What follows belongs to an exercise in optimizing a design on an open flow for small area; a production flow would make more cautious choices. Function was checked by simulation only, so behaviour that the tests miss may differ from the original. Power and IR drop assume default switching activity.

Design control, start of the top module:
module control (clk,sys_rst,rst_button,game_mode1_button,game_mode2_button,led,buttons,an,seg);
==> module spaceship_LED_state, before the edit <==
module spaceship_LED_state(mode2, rst, on, clk, sys_rst);
input mode2, rst, clk, sys_rst;
output [15:0] on;
reg [3:0] state;
reg [5:0] counter;
reg [29:0] ran_hi;
reg [1:0] select;
reg [2:0] ran7;            
wire step = (counter == 6'b010011);
wire [5:0] cnt_inc = {counter[4:0], ~(counter[5] ^ counter[4])};
wire ran_en = mode2 & step;
reg [3:0] delta;           
reg [2:0] inc7;            
always @* begin
    case (select)
    2'd0: begin delta = 4'd5;  inc7 = 3'd2; end
    2'd1: begin delta = 4'd3;  inc7 = 3'd4; end
    2'd2: begin delta = 4'd4;  inc7 = 3'd3; end
    default: begin delta = 4'd11; inc7 = 3'd6; end
    endcase
end
wire [30:0] ran_sum = {1'b0, ran_hi} + {27'd0, ran_en ? delta : 4'd0};
wire wrap = ran_sum[30];   
wire [4:0] r7s = ran7 + inc7 + (wrap ? 3'd3 : 3'd0);
wire [2:0] r7n = (r7s >= 5'd14) ? r7s - 5'd14 : (r7s >= 5'd7) ? r7s - 5'd7 : r7s[2:0];
wire [1:0] sel_n = select + 2'd1;
wire [3:0] r14 = {1'b0, r7n} + ((r7n[0] ^ sel_n[0]) ? 4'd7 : 4'd0);
always @(posedge clk) begin
    if (sys_rst) begin
        state <= 4'd2;
        counter <= 6'd0;
        ran_hi <= 30'd0;
        select <= 2'd0;
        ran7 <= 3'd0;
    end else begin
        ran_hi <= ran_sum[29:0];
        if (!mode2) begin
            if (rst) begin
                state <= 4'd2;
                counter <= 6'd0;
            end else if (step) begin
                state <= (state == 4'd14) ? 4'd2 : state + 4'd2;
                counter <= 6'd0;
            end else
                counter <= cnt_inc;
        end else begin
            if (step) begin
                select <= sel_n;
                ran7 <= r7n;
                state <= r14 + 4'd2;
                counter <= 6'd0;
            end else
                counter <= cnt_inc;
        end
    end
end
wire [17:0] dec = 18'd1 << state;
assign on = dec[15:0] | dec[16:1] | dec[17:2];
endmodule
Settings: LEC_CHECK=0, ABC_AREA=1, ABC_CLOCK_PERIOD_IN_PS=16000, CAP_MARGIN=20, CORE_MARGIN=2, CORE_UTILIZATION=40, SLEW_MARGIN=20; clock period 16.0 ns.
standard.sh (not shown) runs the stock make flow with config.mk's settings and CLKGATE_MAP_FILE= SYNTH_SCRIPT=/design/flow/synth_recipe.tcl, a recipe that flattens the netlist after the stock synthesis.
==> flow/flow/run.sh <==
#!/bin/bash
# Own layout flow: the standard ORFS flow with
#  - the standard synthesis script, except that adders are not pre-mapped to
#    ha/fa cells and ABC maps the logic with an area-oriented script
#    (flow/abc_area.script); the registers are inferred exactly as in the
#    standard synthesis, which runs the same passes up to technology mapping;
#  - minimum-size port buffers (every input and output port still gets one);
#  - CTS without dummy loads.
# Each tool's output goes to the ORFS logs under orfs/logs/, and make's output
# to flow_make.log in the work folder.
set -euo pipefail
WORK=$(pwd)
SCR=$WORK/mysynth
mkdir -p "$SCR"

# synthesis script: synth_recipe.tcl with a copy of ORFS's synth.tcl
sed -e 's|^  log_cmd abc {\*}\$abc_args$|  set abc_args [lreplace $abc_args 1 1 $::env(OWN_ABC_SCRIPT)]\n  log_cmd abc {*}$abc_args|' \
    -e 's|\[dont_use_adder_kinds\] ne "none"$|[dont_use_adder_kinds] ne "none" \&\& 0|' \
    "$FLOW_HOME/scripts/synth.tcl" > "$SCR/synth.tcl"
grep -q 'OWN_ABC_SCRIPT' "$SCR/synth.tcl"
grep -q 'ne "none" && 0' "$SCR/synth.tcl"
sed -e "s|source \$::env(SCRIPTS_DIR)/synth.tcl|source $SCR/synth.tcl|" synth_recipe.tcl > "$SCR/synth_recipe.tcl"
grep -q "source $SCR/synth.tcl" "$SCR/synth_recipe.tcl"

export OWN_ABC_SCRIPT=$WORK/flow/abc_area.script
export BUFFER_PORTS_ARGS="-buffer_cell sky130_fd_sc_hd__buf_1"
export CTS_ARGS="-repair_clock_nets -dont_use_dummy_load -buf_list {sky130_fd_sc_hd__clkbuf_8 sky130_fd_sc_hd__clkbuf_16}"

make -C "$FLOW_HOME" DESIGN_CONFIG="$WORK/config.mk" WORK_HOME="$WORK/orfs" CLKGATE_MAP_FILE= \
    SYNTH_SCRIPT="$SCR/synth_recipe.tcl" finish > "$WORK/flow_make.log" 2>&1

RES=$WORK/orfs/results/$FLOW_PLATFORM/control/base
: # left out here: write the final layout as DEF
==> flow/flow/abc_area.script <==
strash
&get -n
&deepsyn -I 4 -T 60
&put
strash
&get -n
&dch -f
&nf -R 1000
&put
Then changed:
--- a/flow/design.v
+++ b/flow/design.v
@@ -38,14 +38,13 @@
 output [15:0] on;
 reg [3:0] state;
 reg [5:0] counter;
 reg [29:0] ran_hi;
 reg [1:0] select;
 reg [2:0] ran7;            
-wire step = (counter == 6'b010011);
-wire [5:0] cnt_inc = {counter[4:0], ~(counter[5] ^ counter[4])};
+wire step = (counter == 6'd50);
 wire ran_en = mode2 & step;
 reg [3:0] delta;           
 reg [2:0] inc7;            
 always @* begin
     case (select)
     2'd0: begin delta = 4'd5;  inc7 = 3'd2; end
@@ -74,21 +73,21 @@
                 state <= 4'd2;
                 counter <= 6'd0;
             end else if (step) begin
                 state <= (state == 4'd14) ? 4'd2 : state + 4'd2;
                 counter <= 6'd0;
             end else
-                counter <= cnt_inc;
+                counter <= counter + 6'd1;
         end else begin
             if (step) begin
                 select <= sel_n;
                 ran7 <= r7n;
                 state <= r14 + 4'd2;
                 counter <= 6'd0;
             end else
-                counter <= cnt_inc;
+                counter <= counter + 6'd1;
         end
     end
 end
 wire [17:0] dec = 18'd1 << state;
 assign on = dec[15:0] | dec[16:1] | dec[17:2];
 endmodule
The new run ran to the end with no violations.
Sequential share of layout area went down by 0.92 points.
Core utilization went up by 0.48 points.
Global-route usage went down by 0.23 points.
Area after synthesis went up by a few percent.
Cell area went up by a few percent.
Clock power barely changes.
Synthesized cell count went up by a few percent.
Die area went up by a few percent.
Fmax went up by a few percent.
Sequential cell count does not change.
Wire length barely changes.

port drivers added, routing unchanged:
The flow's constraints put no driver on any port. The routed layouts listed below were extracted and timed again, unchanged, in two steps.
Step 1, drivers: a clkbuf_16 drives clk and a buf_2 each remaining input, both assumed.
Step 2 times the ports against the registers' clock, not the clock port: input delays grow and output delays shrink by t, the midpoint of the rising clock arrivals with the driver on.
Three values: ideal, step 1, step 2; two values: the first two.
| run | t (ns) | setup WS [ns] | slew at the worst register clock pin (ns) |
|---|---|---|---|
| the first run | 0.383 | 7.710 / 7.710 / 7.710 | 0.10 / 0.10 |
| the second run | 0.376 | 7.890 / 7.890 / 7.890 | 0.10 / 0.10 |
After both steps setup and hold are still met in every run listed.
